Context: an optimization exercise on an open-source flow, tuned for small area and a short achievable clock period. The choices shown serve that exercise and are no tape-out recipe. In this exercise RTL edits were held to simulation tests only and were not proved equivalent to the original. Power figures rest on the tool's default switching activity, not on a simulated workload.

File: flow/run.sh
#!/bin/bash
# synth_recipe.tcl (not shown) runs the flow's synth.tcl, then flattens the netlist and writes it again
# the make line also repeats each setting of config.mk as NAME=value (left out here)
make -C /OpenROAD-flow-scripts/flow DESIGN_CONFIG=/design/flow/config.mk WORK_HOME=/design/flow/orfs CLKGATE_MAP_FILE= SYNTH_SCRIPT=/design/flow/synth_recipe.tcl finish
File: flow/constraint.sdc
create_clock -name core_clock -period 4.0 [get_ports {clk}]
set_input_delay 0.8000 -clock core_clock [delete_from_list [all_inputs] [get_ports {clk}]]
set_output_delay 0.8000 -clock core_clock [all_outputs]
set_load 0.01 [all_outputs]
File: flow/design.v
`timescale 1ns / 1ps
module model2
    #(parameter N=8, q=10)
    (
    input clk,
    input reset_n,
    input [N*q - 1:0] c1,
    input [N-1:0] r2,
    input [N*q - 1:0] c2,
    output reg [N*q - 1:0] out,
    input [3:0] a
    );
    reg read_clk,write_clk;
    wire [3:0] b;
    reg [q-1:0] c1_1,c1_2,c1_3,c1_4,c1_5,c1_6,c1_7,c1_8;
    reg [N-1:0] r2_1;
    reg [q-1:0] c2_1,c2_2,c2_3,c2_4,c2_5,c2_6,c2_7,c2_8;
    reg [q-1:0] stage1_1_1,stage1_1_2,stage1_1_3,stage1_1_4;
    reg [q-1:0] stage1_2_1,stage1_2_2,stage1_2_3,stage1_2_4;
    reg [q-1:0] stage1_3_1,stage1_3_2,stage1_3_3,stage1_3_4;
    reg [q-1:0] stage1_4_1,stage1_4_2,stage1_4_3,stage1_4_4;
    reg [q-1:0] stage1_5_1,stage1_5_2,stage1_5_3,stage1_5_4;
    reg [q-1:0] stage1_6_1,stage1_6_2,stage1_6_3,stage1_6_4;
    reg [q-1:0] stage1_7_1,stage1_7_2,stage1_7_3,stage1_7_4;
    reg [q-1:0] stage1_8_1,stage1_8_2,stage1_8_3,stage1_8_4;
    reg [q-1:0] stage2_1_1,stage2_1_2;
    reg [q-1:0] stage2_2_1,stage2_2_2;
    reg [q-1:0] stage2_3_1,stage2_3_2;
    reg [q-1:0] stage2_4_1,stage2_4_2;
    reg [q-1:0] stage2_5_1,stage2_5_2;
    reg [q-1:0] stage2_6_1,stage2_6_2;
    reg [q-1:0] stage2_7_1,stage2_7_2;
    reg [q-1:0] stage2_8_1,stage2_8_2;
    reg [q-1:0] stage3_1;
    reg [q-1:0] stage3_2;
    reg [q-1:0] stage3_3;
    reg [q-1:0] stage3_4;
    reg [q-1:0] stage3_5;
    reg [q-1:0] stage3_6;
    reg [q-1:0] stage3_7;
    reg [q-1:0] stage3_8;
    reg [N*q-1:0] c2_d1, c2_d2, c2_d3;
    assign b = -a;
    always @(posedge clk)
    begin
    if(reset_n == 1'b0)
        begin
            out <= 40'd0;
        end
    else
        begin
            c1_1 <= c1[  q - 1:0*q];
            c1_2 <= c1[2*q - 1:1*q];
            c1_3 <= c1[3*q - 1:2*q];
            c1_4 <= c1[4*q - 1:3*q];
            c1_5 <= c1[5*q - 1:4*q];
            c1_6 <= c1[6*q - 1:5*q];
            c1_7 <= c1[7*q - 1:6*q];
            c1_8 <= c1[8*q - 1:7*q];
            c2_1 <= c2[  q - 1:0*q];
            c2_2 <= c2[2*q - 1:1*q];
            c2_3 <= c2[3*q - 1:2*q];
            c2_4 <= c2[4*q - 1:3*q];
            c2_5 <= c2[5*q - 1:4*q];
            c2_6 <= c2[6*q - 1:5*q];
            c2_7 <= c2[7*q - 1:6*q];
            c2_8 <= c2[8*q - 1:7*q];
            r2_1 <= r2;
            c2_d1 <= {c2_8,c2_7,c2_6,c2_5,c2_4,c2_3,c2_2,c2_1};
            c2_d2 <= c2_d1;
            c2_d3 <= c2_d2;
            stage1_1_4 <= ((r2_1[0])?c1_8:0) + ((r2_1[1])?c1_7:0);
            stage1_1_3 <= ((r2_1[2])?c1_6:0) + ((r2_1[3])?c1_5:0);
            stage1_1_2 <= ((r2_1[4])?c1_4:0) + ((r2_1[5])?c1_3:0);
            stage1_1_1 <= ((r2_1[6])?c1_2:0) + ((r2_1[7])?c1_1:0);
            stage1_2_4 <= ((r2_1[0])?c1_7:0) + ((r2_1[1])?c1_6:0);
            stage1_2_3 <= ((r2_1[2])?c1_5:0) + ((r2_1[3])?c1_4:0);
            stage1_2_2 <= ((r2_1[4])?c1_3:0) + ((r2_1[5])?c1_2:0);
            stage1_2_1 <= ((r2_1[6])?c1_1:0) - ((r2_1[7])?c1_8:0);
            stage1_3_4 <= ((r2_1[0])?c1_6:0) + ((r2_1[1])?c1_5:0);
            stage1_3_3 <= ((r2_1[2])?c1_4:0) + ((r2_1[3])?c1_3:0);
            stage1_3_2 <= ((r2_1[4])?c1_2:0) + ((r2_1[5])?c1_1:0);
            stage1_3_1 <= ((r2_1[6])?c1_8:0) + ((r2_1[7])?c1_7:0);
            stage1_4_4 <= ((r2_1[0])?c1_5:0) + ((r2_1[1])?c1_4:0);
            stage1_4_3 <= ((r2_1[2])?c1_3:0) + ((r2_1[3])?c1_2:0);
            stage1_4_2 <= ((r2_1[4])?c1_1:0) - ((r2_1[5])?c1_8:0);
            stage1_4_1 <= ((r2_1[6])?c1_7:0) + ((r2_1[7])?c1_6:0);
            stage1_5_4 <= ((r2_1[0])?c1_4:0) + ((r2_1[1])?c1_3:0);
            stage1_5_3 <= ((r2_1[2])?c1_2:0) + ((r2_1[3])?c1_1:0);
            stage1_5_2 <= ((r2_1[4])?c1_8:0) + ((r2_1[5])?c1_7:0);
            stage1_5_1 <= ((r2_1[6])?c1_6:0) + ((r2_1[7])?c1_5:0);
            stage1_6_4 <= ((r2_1[0])?c1_3:0) + ((r2_1[1])?c1_2:0);
            stage1_6_3 <= ((r2_1[2])?c1_1:0) - ((r2_1[3])?c1_8:0);
            stage1_6_2 <= ((r2_1[4])?c1_7:0) + ((r2_1[5])?c1_6:0);
            stage1_6_1 <= ((r2_1[6])?c1_5:0) + ((r2_1[7])?c1_4:0);
            stage1_7_4 <= ((r2_1[0])?c1_2:0) + ((r2_1[1])?c1_1:0);
            stage1_7_3 <= ((r2_1[2])?c1_8:0) + ((r2_1[3])?c1_7:0);
            stage1_7_2 <= ((r2_1[4])?c1_6:0) + ((r2_1[5])?c1_5:0);
            stage1_7_1 <= ((r2_1[6])?c1_4:0) + ((r2_1[7])?c1_3:0);
            stage1_8_4 <= ((r2_1[0])?c1_1:0) - ((r2_1[1])?c1_8:0);
            stage1_8_3 <= ((r2_1[2])?c1_7:0) + ((r2_1[3])?c1_6:0);
            stage1_8_2 <= ((r2_1[4])?c1_5:0) + ((r2_1[5])?c1_4:0);
            stage1_8_1 <= ((r2_1[6])?c1_3:0) + ((r2_1[7])?c1_2:0);
            stage2_1_2 <= stage1_1_4 + stage1_1_3;
            stage2_1_1 <= stage1_1_2 + stage1_1_1;
            stage2_2_2 <= stage1_2_4 + stage1_2_3;
            stage2_2_1 <= stage1_2_2 + stage1_2_1;
            stage2_3_2 <= stage1_3_4 + stage1_3_3;
            stage2_3_1 <= stage1_3_2 - stage1_3_1;
            stage2_4_2 <= stage1_4_4 + stage1_4_3;
            stage2_4_1 <= stage1_4_2 - stage1_4_1;
            stage2_5_2 <= stage1_5_4 + stage1_5_3;
            stage2_5_1 <= stage1_5_2 + stage1_5_1;
            stage2_6_2 <= stage1_6_4 + stage1_6_3;
            stage2_6_1 <= stage1_6_2 + stage1_6_1;
            stage2_7_2 <= stage1_7_4 - stage1_7_3;
            stage2_7_1 <= stage1_7_2 + stage1_7_1;
            stage2_8_2 <= stage1_8_4 - stage1_8_3;
            stage2_8_1 <= stage1_8_2 + stage1_8_1;
            stage3_1 <= stage2_1_2 + stage2_1_1;
            stage3_2 <= stage2_2_2 + stage2_2_1;
            stage3_3 <= stage2_3_2 + stage2_3_1;
            stage3_4 <= stage2_4_2 + stage2_4_1;   
            stage3_5 <= stage2_5_2 - stage2_5_1;
            stage3_6 <= stage2_6_2 - stage2_6_1;
            stage3_7 <= stage2_7_2 - stage2_7_1;
            stage3_8 <= stage2_8_2 - stage2_8_1;
            out[8*q - 1:7*q] <=  stage3_1 + c2_d3[8*q - 1:7*q] ;
            out[7*q - 1:6*q] <=  stage3_2 + c2_d3[7*q - 1:6*q] ;
            out[6*q - 1:5*q] <=  stage3_3 + c2_d3[6*q - 1:5*q] ;  
            out[5*q - 1:4*q] <=  stage3_4 + c2_d3[5*q - 1:4*q] ; 
            out[4*q - 1:3*q] <=  stage3_5 + c2_d3[4*q - 1:3*q] ;
            out[3*q - 1:2*q] <=  stage3_6 + c2_d3[3*q - 1:2*q] ;
            out[2*q - 1:1*q] <=  stage3_7 + c2_d3[2*q - 1:1*q] ;  
            out[  q - 1:0*q] <=  stage3_8 + c2_d3[1*q - 1:0*q] ;        
        end
    end
endmodule
File: flow/config.mk
export PLATFORM = sky130hd
export DESIGN_NAME = model2
export DESIGN_NICKNAME = model2
export VERILOG_FILES = /design/flow/design.v
export SDC_FILE = /design/flow/constraint.sdc
export NUM_CORES = 4
export LEC_CHECK = 0
export CAP_MARGIN = 20
export CORE_MARGIN = 2
export CORE_UTILIZATION = 55
export SLEW_MARGIN = 20
==> impl_results.md <==
* Status: finished clean
* Post-Route WL at 152.4 mm
* Hold path cells at 0
* Cts bufs inserted at between 100 and 150
* Nets at 6,542
* P&R area growth vs syn at 13.77%
* Cell row count at 122
* Final setup fails at 0
* Synth Instances at 5,394
* # IOs at ~250
* Number of distinct library cells after synthesis at 55
* Die X-Extent at 338.3 um
* Yosys top cell by area: edfxtp_1
* Fin Setup TNS at 0 ns
* DRC violation count after routing at 0
* DRT antenna net count at 0
* Setup WS pre-CTS at 0.9860 ns
* Final min period at between 3 and 4 ns
* DR vias/cell at 5.720
* Vias in the first global route at 39,580
* Slew at the pin closest to its max-slew limit at between 1 and 1.5 ns
* DRT iter0 DRCs at approximately 3,800
* Buffers on Ports at 249
* Unrepaired setup endpoints after global routing: no
* DR vias at 42,110
* Most used flip-flop cell after synthesis: edfxtp_1
* Synth top area share at 47.30%
* Final Max Tran Viols at 0
* Initial Utilization at between 50% and 60%
* Worst-path clk slew at 0.07 ns
* Setup Buffers After CTS at 0
* Final hold vios at 0
* WS Path Type: reg2reg
* Slowest stage delay, CP at between 1 and 1.5 ns
* Die Ht at 338.3 um
* Power Density at 552.5 mW/mm2
* Final WS setup at 0.8680 ns
* Clk root buf: clkbuf_16
* Hold buffer count at cts at 0
* Initial antenna violation count at 34
* Clk_skew at 0.02085 ns
* Asr flop ratio synth at 0%
* Post-cts resize count at 0
* R2R depth at 10
* Slowest cell on the critical path: edfxtp_1
* Tcrit/Tclk final at 78.30%
* Max clock buf depth at 3
* Maximum vdd drop at 458.2 uV
* WL/cell at slightly above 20 um
* Clock Latency Late Sink at 0.72 ns
* Gr ovfl total at 0
* Core region area at roughly 0.11 mm2
* Total GRT Usage at 26.28%
* Worst path cell trace: buf_4, and2_1, ha_1, inv_1, fa_1, nor2b_1, o21ai_1, a21oi_1, o41ai_1, xnor2_1
* Critical Path Fanout Max at 12
* Post-DP HPWL at 104.6 mm
* Largest net degree at the start of global routing at 119
* Max-Cap Viols at 0
* Area contributors post-synth: edfxtp_1 47%, ha_1 12%, and2_1 5.1%
* Cell Area, Synth at ~0.061 mm2
* Yosys warning total at 1
* Leak at 28.24 nW
* Drt pass-1 iters at 5
* Layout cells sized above 1 at 5.664%
* Global-route wire length before repair at roughly 230 mm
* Fmax at about 320 MHz
* CTS H-tree lvls at 3
* Critical path arrival at 3.59 ns
* Mapped Avg Cell Area at 11.39 um2
* TritonCTS clock tree: built
* Post-synthesis sequential area ratio at 49.91%
* Endpoint class of the critical path: register
* Clock sink count at 1,048
* Critical Path RT at 4.46 ns
* RD Place Congestion at 0.8904
* HP Class: reg2reg
* Slew headroom at 13.77%
* Setup crit start kind: register
* EDFF count, synth at 968
* DIE AREA at ~0.11 mm2
* Post-Syn Nets at 6,208
* Flop and latch count out of synthesis at between 1,000 and 1,500
-- sequential cells by signal (all words and copies together), names as in the netlist, 80 cells and up --
register  flops
out          80
c2_d2        80
c2_d3        80
c2_d1        80
-- critical path: cells and delay by family (launching register included) --
| kind | cells | cell delay [ns] |
|---|---|---|
| DFF | 1 | 1.07 |
| AOI/OAI and AO/OA | 3 | 0.46 |
| adders and majority gates | 2 | 0.62 |
| xor gates and xnor gates | 1 | 0.13 |
| buffers and inverters | 2 | 0.33 |
| and+or+nand+nor | 2 | 0.28 |
-- layout make-up --
cell class	count	area, um2
repair buffers	316	3221
flip-flops and latches	1048	30670
clock inverters	80	789.5
multi-input cells	3893	29010
diodes	47	117.6
inverters	358	1344
well taps	1488	1862
clock buffers	131	2904
fillers	8875	40910
-- stage by stage --
stage          power, mW  hold WS [ns]  cells  utilization, %  instance area (um2)
2_1_floorplan      24.47        0.4003   5394               -                61450
3_3_place_gp       28.11        0.4006   7102           59.64                66090
3_5_place_dp       28.37        0.4045   7102           59.64                66090
4_1_cts            38.93        0.4079   7313           62.97                69780
5_1_grt            40.95        0.4198   7323           63.00                69820
6_report           38.63        0.3996   7361           63.09                69910
-- cell usage in the layout, fill, tap and decap left out, types with 64 or more instances in the layout --
cell type,instances
edfxtp_1,968
ha_1,576
and2_1,498
inv_1,357
nor2_1,311
xnor2_1,300
a21oi_1,283
nand2_1,271
clkdlybuf4s50_1,248
o21ai_0,241
nor2b_1,158
xor2_1,148
a21o_1,134
clkbuf_16,112
nor3_1,105
dfxtp_1,80
nand4_1,72
a211oi_1,71
nand3_1,69
o21a_1,69
fa_1,64
-- kinds of logic after synthesis --
| logic type | after synthesis | share of synthesized area, % |
|---|---|---|
| compound gates | 1132 | 12.50 |
| flops | 1048 | 49.91 |
| buf+inv | 453 | 2.889 |
| mux | 8 | 0.1303 |
| simple gates | 1663 | 14.33 |
| fa+ha+maj | 640 | 13.81 |
| xor+xnor | 450 | 6.438 |
-- path summary, 6_finish.rpt --
check                            from                 endpoint  slack [ns]
setup / recovery    c1_5[0]$_DFFE_PP_  stage1_2_3[8]$_DFFE_PP_        0.87
hold reg to reg   c2_d1[71]$_DFFE_PP_      c2_d2[71]$_DFFE_PP_        0.40
hold / removal    c2_d1[71]$_DFFE_PP_      c2_d2[71]$_DFFE_PP_        0.40
setup reg to reg    c1_5[0]$_DFFE_PP_  stage1_2_3[8]$_DFFE_PP_        0.87
-- synth_stat cells (10+ instances only) --
library cell / instances
edfxtp_1: 968
ha_1: 576
and2_1: 498
inv_1: 357
nor2_1: 311
xnor2_1: 300
a21oi_1: 283
nand2_1: 271
o21ai_0: 241
nor2b_1: 158
xor2_1: 148
a21o_1: 134
nor3_1: 105
dfxtp_1: 80
nand4_1: 72
a211oi_1: 71
nand3_1: 69
o21a_1: 69
fa_1: 64
clkbuf_1: 61
nand2b_1: 54
or3_1: 53
a211o_1: 48
a311oi_1: 41
o41a_1: 36
a21oi_2: 33
o21ai_1: 26
o221ai_1: 26
o41ai_1: 26
buf_2: 24
o211ai_1: 23
or2_2: 20
and4_1: 14
o31a_1: 12
o31ai_1: 12
nor3b_1: 11
nor4b_1: 10
o41ai_2: 10
-- metal layers --
metal	vias up	track usage [%]	share of wire (%)
met3	255	5.076	9.1
met2	1371	39.82	44
li1	20370	-	-
met5	-	0	0.047
met1	20100	37.71	44
met4	6	9.389	3.1
-- where the power goes --
part | switching [mW] | internal (mW) | leakage [nW]
Clock | 4.45 | 5.95 | 1.80
Sequential | 1.12 | 14.7 | 10.2
Combinational | 6.69 | 5.71 | 16.2
Total | 12.3 | 26.4 | 28.2

==> port drivers added, routing unchanged <==
How much do the figures lean on ideal ports? The routed layout below was timed once more, with nothing changed but the port constraints.
Step 1, drivers: a clkbuf_16 drives clk and a buf_2 each remaining input, both assumed.
Step 2 moves the port delays by t, midway between the first and last clock arrival at a register: inputs arrive t later, outputs are due t later. That takes back most of the time a late clock gives input paths.
Three values: ideal ports, drivers, drivers and shift; two values: the first two.
t, ns: 0.788
slack for setup (ns): 0.868 / 0.868 / 0.868
worst setup path at the end: register to register
After both steps this run still meets setup and hold. The setup slack of this run moves by 0.000 ns with the drivers and by 0.000 ns with both steps.
